Source: an optimization exercise on an open RTL-to-GDS flow (aim: a short achievable clock period and few clock cycles). Production flows keep margins and buffers that such runs may drop.
In this exercise RTL edits were held to simulation tests only and were not proved equivalent to the original.
Power is estimated from default activity; no workload was simulated.

==> flow/design.v <==
module adder(a,b,out);
input [31:0]  a,b;
output [31:0] out;
assign out=a+b;
endmodule
module shift(shout,shin);
output [31:0] shout;
input [31:0] shin;
assign shout=shin<<2;
endmodule
module signext(in1,out1);
input [15:0] in1;
output [31:0] out1;
assign 	 out1 = {{ 16 {in1[15]}}, in1};
endmodule
module zeroext(in1,out1);
input [15:0] in1;
output [31:0] out1;
assign 	 out1 = {{ 16'b0}, in1};
endmodule
module mult2_to_1_32(out, i0,i1,s0);
output [31:0] out;
input [31:0]i0,i1;
input s0;
assign out = s0 ? i1:i0;
endmodule
module mult2_to_1_5(out, i0,i1,s0);
output [4:0] out;
input [4:0]i0,i1;
input s0;
assign out = s0 ? i1:i0;
endmodule
module mult4_to_1_32(out, i0, i1, i2, i3, s0, s1);
    output [31:0] out;
    input [31:0] i0, i1, i2, i3;
    input s0, s1;
    assign out = (s1 == 0 && s0 == 0) ? i0 :
                 (s1 == 0 && s0 == 1) ? i1 :
                 (s1 == 1 && s0 == 0) ? i2 :
                                        i3;
endmodule
module mult4_to_1_5(out, i0, i1, i2, i3, s0, s1);
    output [4:0] out;
    input [4:0] i0, i1, i2, i3;
    input s0, s1;
    assign out = (s1 == 0 && s0 == 0) ? i0 :
                 (s1 == 0 && s0 == 1) ? i1 :
                 (s1 == 1 && s0 == 0) ? i2 :
                                        i3;
endmodule
module control(in,func,regdest,alusrc,memtoreg,regwrite,memread,memwrite,branch,aluop1,aluop2,aluop3,brvControl,jmxorControl,jalpcControl,balnControl,blezalControl,noriControl);  
input [5:0] in; 
input [5:0] func; 
output regdest,alusrc,memtoreg,regwrite,memread,memwrite,branch,aluop1,aluop2,aluop3;
output brvControl,jmxorControl,jalpcControl,balnControl,blezalControl,noriControl;  
wire rformat,lw,sw,beq;
wire nori,blezal,jalpc,baln;
wire jmxor,brv;
assign rformat=~|in;
assign jmxor=(~|in) & (func[5] & (~func[4]) & (~func[3]) & (~func[2]) & (~func[1]) & (func[0]));  
assign brv=(~|in) & ((~func[5]) & (func[4]) & (~func[3]) & func[2] & (~func[1]) & (~func[0]));  
assign lw=in[5]& (~in[4])&(~in[3])&(~in[2])&in[1]&in[0];
assign sw=in[5]& (~in[4])&in[3]&(~in[2])&in[1]&in[0];
assign beq=~in[5]& (~in[4])&(~in[3])&in[2]&(~in[1])&(~in[0]);
assign nori=(~in[5]) & (~in[4]) & in[3] & in[2] & in[1] & in[0];  
assign blezal=in[5] & (~in[4]) & (~in[3]) & in[2] & (~in[1]) & (~in[0]);  
assign jalpc=(~in[5]) & in[4] & in[3] & in[2] & in[1] & in[0];  
assign baln=(~in[5]) & in[4] & in[3] & (~in[2]) & in[1] & in[0];  
assign regdest=rformat;
assign alusrc=lw|sw|nori;  
assign memtoreg=lw;
assign regwrite=rformat|lw|nori|blezal|jalpc|baln|jmxor;  
assign memread=lw;
assign memwrite=sw;
assign branch=beq;
assign aluop1=beq|nori;
assign aluop2=rformat|nori|brv|jmxor;  
assign aluop3=blezal;
assign noriControl=nori;
assign blezalControl=blezal; 
assign jalpcControl=jalpc;
assign balnControl=baln;
assign jmxorControl=jmxor;
assign brvControl=brv;
endmodule
module alucont(aluop2,aluop1,aluop0,f5,f4,f3,f2,f1,f0,gout); 
input aluop2,aluop1,aluop0,f5,f4,f3,f2,f1,f0;
output [3:0] gout;
reg [3:0] gout;
always @(aluop2 or aluop1 or aluop0 or f5 or f4 or f3 or f2 or f1 or f0)
begin
gout = 4'b0010;  
if(aluop2) gout = 4'b1111;
if(~aluop2 & ~aluop1 & ~aluop0)  gout=4'b0010;
if(~aluop2 & ~aluop1 & aluop0)gout=4'b0110;  
if(~aluop2 & aluop1 & aluop0)gout=4'b1010;  
if(~aluop2 & aluop1 & ~aluop0) 
begin
	if (f5&(~(f4|f3|f2|f1|f0)))gout=4'b0010; 	 
	if ((f5)&(~f4)&(~f3)&(~f2)&(f1)&(~f0))gout=4'b0110;		 
	if ((f5)&(~f4)&(~f3)&(f2)&(~f1)&(~f0))gout=4'b0000;		 
	if ((f5)&(~f4)&(~f3)&(f2)&(~f1)&(f0))gout=4'b0001;			 
	if ((f5)&(~f4)&(f3)&(~f2)&(f1)&(~f0))gout=4'b0111;			 
	if ((~f5)&(f4)&(~f3)&(f2)&(~f1)&(~f0))gout=4'b1000;   
	if ((f5)&(~f4)&(~f3)&(~f2)&(~f1)&(f0))gout=4'b1001;	 
end
end
endmodule
module alu32(sum,a,b,zout,gin, statusN,statusV,statusZ,nORv); 
output [31:0] sum;
output nORv;
input [31:0] a,b; 
input [3:0] gin; 
reg [31:0] sum;
reg [31:0] less;
output zout;
reg zout, nORv;
reg nORv_1;
output reg statusZ, statusN, statusV;
reg tempZ, tempN, tempV;
always @(a or b or gin)
begin
    tempZ = 0;
    tempN = 0;
    tempV = 0;
    nORv_1 = 0;
    less = 0;
    case(gin)
    4'b0010: begin
        sum=a+b;          
		if ((a[31]&b[31]&(~sum[31]) )| ((~a[31])&(~b[31])&(sum[31]))) tempV=1;
        end
    4'b0110: begin
        sum=a+1+(~b);     
		if ((a[31]&(~b[31])&(~sum[31])) | ((~a[31])&(b[31])&(sum[31]))) tempV=1;
        end
    4'b0111: begin 
        less=a+1+(~b);     
        if (less[31]) sum=1;
        else sum=0;
        end
    4'b1111: begin
        if (a[31] || a == 0) 
        begin
            sum = a;  
            nORv_1 = 1;
        end
        else sum = 1;
        end 
    4'b0000: sum=a & b;     
    4'b0001: sum=a|b;         
    4'b1010: sum=~(a | b);  
    4'b1001: sum=a^b;         
	4'b1000: sum=a;           
    default: sum=32'b0;
    endcase
    tempZ = (sum == 0) ? 1 : 0;
    tempN = sum[31];
zout=~(|sum);
nORv = nORv_1;
statusZ = tempZ;
statusN = tempN;
statusV = tempV;
end
endmodule
module processor(
input clk,                
input rst,                
output [31:0] imem_addr,  
input  [31:0] imem_data,  
output [31:0] dmem_addr,  
output [31:0] dmem_wdata, 
output dmem_we,           
output dmem_re,           
input  [31:0] dmem_rdata, 
output ret_valid,         
output [31:0] ret_pc,     
output ret_we,            
output [4:0] ret_waddr,   
output [31:0] ret_wdata   
);
reg [31:0] pc;  
wire [31:0] 
dataa,	 
datab,	 
out2,		 
out3,		 
out4, 		 
out4_1, 		 
sum,		 
extad,		 
zextad,		 
adder1out,	 
adder2out,	 
sextad;	 
wire [5:0] inst31_26, inst5_0;	 
wire [4:0] 
inst25_21,	 
inst20_16,	 
inst15_11,	 
out1_1,      
out1;		 
wire [15:0] inst15_0;	 
wire [25:0] inst25_0;	 
wire [31:0] instruc,	 
dpack;	 
wire [3:0] gout;	 
wire zout,	 
regdest,alusrc,memtoreg,regwrite,memread,memwrite,branch,aluop2,aluop1,aluop0,
noriControl, blezalControl, balnControl, jalpcControl, brvControl, jmxorControl,nORv;  
reg statusN, statusV;	 
wire jmxorcORbalnc;
assign jmxorcORbalnc = jmxorControl || balnControl;
wire blezalANDnorv;
wire jmxorcORblezalORjalpcORbaln;
assign jmxorcORblezalORjalpcORbaln = jmxorControl || blezalANDnorv || jalpcControl || balnControl;
wire statusvANDbrv;
assign statusvANDbrv = statusV && brvControl;
assign blezalANDnorv = blezalControl && nORv;
wire pcsrc1;
assign pcsrc1= jmxorControl || statusvANDbrv ;
wire branchANDzout;
assign branchANDzout=branch && zout; 
wire pcsrc0;
assign pcsrc0 = branchANDzout || jalpcControl || blezalANDnorv;
wire statusnANDbaln;
assign statusnANDbaln = statusN && balnControl; 
reg [31:0] registerfile[0:31];
wire rfwrite;
assign rfwrite = regwrite && !(blezalControl && !nORv) && !rst;
assign dmem_addr = sum;
assign dmem_wdata = datab;
assign dmem_we = memwrite && !rst;
assign dmem_re = memread && !rst;
 assign imem_addr = pc;
 assign instruc = imem_data;
 assign inst31_26=instruc[31:26]; 
 assign inst25_21=instruc[25:21];
 assign inst20_16=instruc[20:16];
 assign inst15_11=instruc[15:11];
 assign inst15_0=instruc[15:0];
 assign inst5_0=instruc[5:0];
 assign inst25_0=instruc[25:0];
wire [3:0] first4BitsOfPC;
wire [31:0] pseudoAddress;
wire [27:0] extendedLabelAddress;
assign first4BitsOfPC = adder1out[31:28];
assign extendedLabelAddress = {inst25_0, 2'b00};  
assign pseudoAddress = {first4BitsOfPC,extendedLabelAddress};
assign dataa=registerfile[inst25_21]; 
assign datab=registerfile[inst20_16]; 
always @(posedge clk)
 if (rfwrite) registerfile[out1] <= out3; 
assign dpack = dmem_rdata;
assign ret_valid = !rst;
assign ret_pc = pc;
assign ret_we = rfwrite;
assign ret_waddr = out1;
assign ret_wdata = out3;
wire [4:0] thirtyone;
assign thirtyone=5'b11111;
mult4_to_1_5  mult1(out1_1, inst20_16,inst15_11,thirtyone,thirtyone,regdest,jmxorcORbalnc);
wire [4:0] twentyfive;
assign twentyfive=5'b11001;
mult2_to_1_5 mult5(out1, out1_1, twentyfive, blezalANDnorv);
mult4_to_1_32 mult2(out2, datab,extad,zextad, zextad, alusrc, noriControl);
mult4_to_1_32 mult3(out3, sum,dpack,adder1out,adder1out,memtoreg,jmxorcORblezalORjalpcORbaln);
mult4_to_1_32 mult4(out4_1, adder1out,adder2out,sum, sum ,pcsrc0, pcsrc1);
mult2_to_1_32 mult6(out4, out4_1, pseudoAddress ,statusnANDbaln);
always @(posedge clk)
 if (rst) pc <= 32'b0;
 else pc <= out4;
wire statusN_t, statusV_t, statusZ_t;
alu32 alu1(sum,dataa,out2,zout,gout, statusN_t,statusV_t,statusZ_t,nORv);
always @(posedge clk)
 if (!rst)
 begin
  statusN <= statusN_t;
  statusV <= statusV_t;
 end
adder add1(pc,32'h4,adder1out);
adder add2(adder1out,sextad,adder2out);
control cont(inst31_26,inst5_0,regdest,alusrc,memtoreg,regwrite,memread,memwrite,branch,aluop0,
aluop1,aluop2,brvControl,jmxorControl,jalpcControl,balnControl,blezalControl,noriControl);
signext sext(inst15_0,extad);
zeroext zext(inst15_0,zextad);
alucont acont(aluop2,aluop1,aluop0,instruc[5],instruc[4],instruc[3],instruc[2], instruc[1], instruc[0] ,gout);
shift shift2(sextad,extad);
endmodule
==> flow/run.sh <==
#!/bin/bash
# synth_recipe.tcl (not shown) runs the flow's synth.tcl, then flattens the netlist and writes it again
# the make line also repeats each setting of config.mk as NAME=value (left out here)
make -C /OpenROAD-flow-scripts/flow DESIGN_CONFIG=/design/flow/config.mk WORK_HOME=/design/flow/orfs CLKGATE_MAP_FILE= SYNTH_SCRIPT=/design/flow/synth_recipe.tcl finish
==> flow/config.mk <==
export PLATFORM = sky130hd
export DESIGN_NAME = processor
export DESIGN_NICKNAME = processor
export VERILOG_FILES = /design/flow/design.v
export SDC_FILE = /design/flow/constraint.sdc
export NUM_CORES = 4
export LEC_CHECK = 0
export CAP_MARGIN = 20
export CORE_MARGIN = 2
export CORE_UTILIZATION = 40
export SETUP_SLACK_MARGIN = 0.5
export SLEW_MARGIN = 20
==> flow/constraint.sdc <==
create_clock -name core_clock -period 11.0 [get_ports {clk}]
set_input_delay 2.2000 -clock core_clock [delete_from_list [all_inputs] [get_ports {clk}]]
set_output_delay 2.2000 -clock core_clock [all_outputs]
set_load 0.01 [all_outputs]
==> summary.md <==
| Metric | Value |
|---|---|
| Row cnt | 139 |
| First-pass GRT wire length | 315000 µm |
| Synthesized Nets | 3997 |
| Worst-path clk slew | 0.06 ns |
| Net Sw Frac | 0.309 |
| Die H | 385 µm |
| Worst-Margin Slew | 1.25 ns |
| Total GRT Usage | 0.306 |
| DP Worst Slack | 0.0644 ns |
| DRC viols | 0 |
| Critical Path Sink Type | primary output |
| Htree depth | 3 |
| Setup TNS | 0 ns |
| Cell taking the most area after synthesis | edfxtp_1 |
| HP Class | flip-flop to flip-flop |
| Main synth FF type | edfxtp_1 |
| Met3 Track Usage GR | 0.0856 |
| Comb power frac | 0.269 |
| Design area | 69000 µm² |
| Die area | 148000 µm² |
| Post-route clock skew | 0.0620 ns |
| Reg2Reg Capture Point | pc[28] |
| ANT nets after route | 0 |
| Placed cell areas | 65000 µm² |
| WHS Path Cells | 2 |
| Reg-to-reg startpoint | registerfile[31][6] |
| Outcome | finished clean |
| Worst reg2reg setup slack | 3.57 ns |
| GR Util met2 | 0.469 |
| EDFF count, synth | 1026 |
| Net Sw Power | 0.00371 W |
| Vias/cell | 6.67 |
| Clk pwr share | 0.314 |
| CTS tree | built |
| Post-layout min period | 10.45 ns |
| Largest net degree at the start of global routing | 60 |
| Via count | 41800 |
| Slew Viols, Final | 0 |
| Yosys reg bits | 1058 |
| Clock Latency Late Sink | 0.78 ns |
| Buf+Inv Stages, Crit Path | 9 |
| RSZ-0062 raised after global routing | true |
| Internal Power | 0.00831 W |
| Async SR Flop Fraction | 0 |
| Mean Syn Cell Area | 15.3 µm² |
| Num ports | 235 |
| Relative slew slack | 0.161 |
| Root Buffer | clkbuf_16 |
| Core Region | 144000 µm² |
| Crit path max fanout | 33 |
| Endpoints failing hold | 0 |
| Final WS setup | 0.547 ns |
| Count of cell types in the netlist | 89 |
| Initial Util | 0.404 |
| Top post-synthesis cells by area | edfxtp_1, mux4_2, ha_1 |
| I/O Buffers | 234 |
| TritonCTS Buffers | 110 |
| Initial antenna violation count | 12 |
| Busiest grt layer | met2 |
| CTS Hold Buffers Added | 0 |
| DP HPWL | 158000 µm |
| Routed WL | 230000 µm |
| Area Growth Syn to Fin | 19.0% |
| Most frequent cell after synthesis | edfxtp_1 |
| Final setup vio count | 0 |
| Commonest cells post-synth | edfxtp_1, mux4_2, nor2_1, nand2_1, inv_1 |
| Share of layout cells above drive strength 1 | 0.296 |
| GRT Residual Overflow | 0 |
| Crit start category | primary input |
| Fmax | 95.7 MHz |
| Cell family with most CP delay | buffers and inverters |
| DRT Pass-1 Iters | 7 |
| Pwr/cell area | 174 nW/µm² |
| Initial DRC count | 6800 |
| Leak pwr | 23.4 nW |
| Clock Sinks | 1058 |
| WP data arrival | 8.25 ns |
| Max clock buf depth | 3 |
| Seq/Total Area, Yosys | 0.542 |
| Crit path largest cell delay | 0.60 ns |
| Worst setup path class | primary input to primary output |
| Ys Warns | 3 |
| Vias in the first global route | 40000 |
| DR WL/cell | 36.6 µm |
| Synth top area share | 0.531 |
| Post-Syn Instances | 3798 |
| CP required | 8.80 ns |
| VDD IR max | 146 µV |
| Max Cap Viol | 0 |
| CP max-delay cell | mux4_2 |
| Core Util, Final | 0.480 |
| Met1 Track Usage GR | 0.404 |
| Power share of the sequential group | 0.417 |
| Most frequent CP cell | buf_4 |
| Post-Syn Area | 58000 µm² |
| Final Cycle Share | 0.950 |
| Routability cong. | 0.984 |
| Die W | 385 µm |
| Nets | 4466 |
| R2R cell count | 24 |
[power by group through the flow]
| stage | clock network (W) | registers [W] | logic [W] |
|---|---|---|---|
| final | 0.00377 | 0.00502 | 0.00324 |
| after global routing | 0.00395 | 0.00502 | 0.00340 |
| after CTS | 0.00381 | 0.00502 | 0.00315 |
| after detailed placement | 0 | 0.00510 | 0.00314 |
| after global placement | 0 | 0.00510 | 0.00313 |
| after floorplan | 0 | 0.00513 | 0.00145 |
[metrics by stage]
stage / std cells / hold WS, ns / total power, W
finish: 6267 / 0.557 / 0.0120
global route: 6263 / 0.594 / 0.0124
CTS: 6245 / 0.560 / 0.0120
detailed placement: 6043 / 0.552 / 0.00824
global placement: 6041 / 0.542 / 0.00823
floorplan: 3798 / 0.541 / 0.00658
[cells by family after synthesis]
kind of cell | after synthesis | share of synthesized area
fa+ha+maj | 133 | 0.0291
simple gates | 731 | 0.0606
buf+inv | 437 | 0.0340
compound gates | 660 | 0.0788
xor+xnor | 78 | 0.0118
mux | 701 | 0.243
flops | 1058 | 0.542
[flip-flops by register name, indices dropped and copies added, names as in the netlist, named ones only]
signal / count
registerfile: 1024
statusN: 1
pc: 30
statusV: 1
[area by class of cell]
class	instances	area (µm²)
antenna	7	17.5
clock buffer	132	2840
clock inverter	70	752
fill	12300	74600
inverter	153	574
multi-input combinational	2303	25000
sequential	1058	31500
tap	1903	2380
timing repair buffer	641	5960
[placed cells by master, fill, tap and decap left out, types with 28 or more instances in the layout]
master and instances:
mux2i_1 104, dfxtp_1 32, inv_1 150, edfxtp_1 1026, buf_4 368, a21oi_1 129
a21o_1 31, mux4_2 563, nor3_1 53, mux2_2 34, o22ai_1 28, clkbuf_16 112
nand3_1 59, o21ai_0 105, ha_1 130, xnor2_1 54, nand2_1 169, nor2_4 33
nor2_1 208, a22oi_1 96, clkdlybuf4s50_1 222, buf_12 30
[worst min-delay path: cells and delay by family (launching register included)]
kind	cells	cell delay [ns]
and+or+nand+nor	2	0.16
DFF	1	0.35
[how the worst max path moves through the flow]
stage                       start            end  slack (ns)  cells past startpoint
floorplan           imem_data[23]  ret_wdata[31]        0.35                     26
global placement    imem_data[23]  ret_wdata[31]        0.04                     24
detailed placement  imem_data[23]  ret_wdata[31]        0.06                     24
CTS                 imem_data[16]  ret_wdata[31]        0.41                     22
global route        imem_data[23]  ret_wdata[20]        0.30                     25
finish              imem_data[23]  ret_wdata[20]        0.55                     25
[repair_timing]
item                                    in CTS  in global routing
pin swaps                                    1                  4
resized for setup                            8                 31
cloned                                       0                  2
setup buffers                                0                 10
endpoints found under the setup margin      18                 26
[routing by layer]
layer  vias up  wire (µm)
met5         -        115
met4        18      12600
met3       573      28400
met2      3156     104000
met1     21500      84900
li1      16500          -
Testbench counts, summed over its fixed seeds: cycles 128,000.

[afterwards: timing with drivers on the ports]
The results above use ideal ports. As a check the final layout listed here was re-extracted and re-timed, cells and wires unchanged. Step 1 (the two cells are an assumption about what drives the block):
set clk [get_ports {clk}]
set_driving_cell -lib_cell sky130_fd_sc_hd__clkbuf_16 $clk
set_driving_cell -lib_cell sky130_fd_sc_hd__buf_2 [delete_from_list [all_inputs] $clk]
Step 2 times the ports against the registers' clock, not the clock port: input delays grow and output delays shrink by t, the midpoint of the rising clock arrivals with the driver on. Three values: no drivers, after step 1, after step 2; two values: the first two.
t, ns: 0.822
setup slack, ns: 0.547 / 0.487 / 0.487
worst setup path at the end: input to output
pins driven straight from the clock port: 1
After both steps setup and hold are still met in this run. The setup slack of this run moves by -0.060 ns with the drivers and by -0.060 ns with both steps.
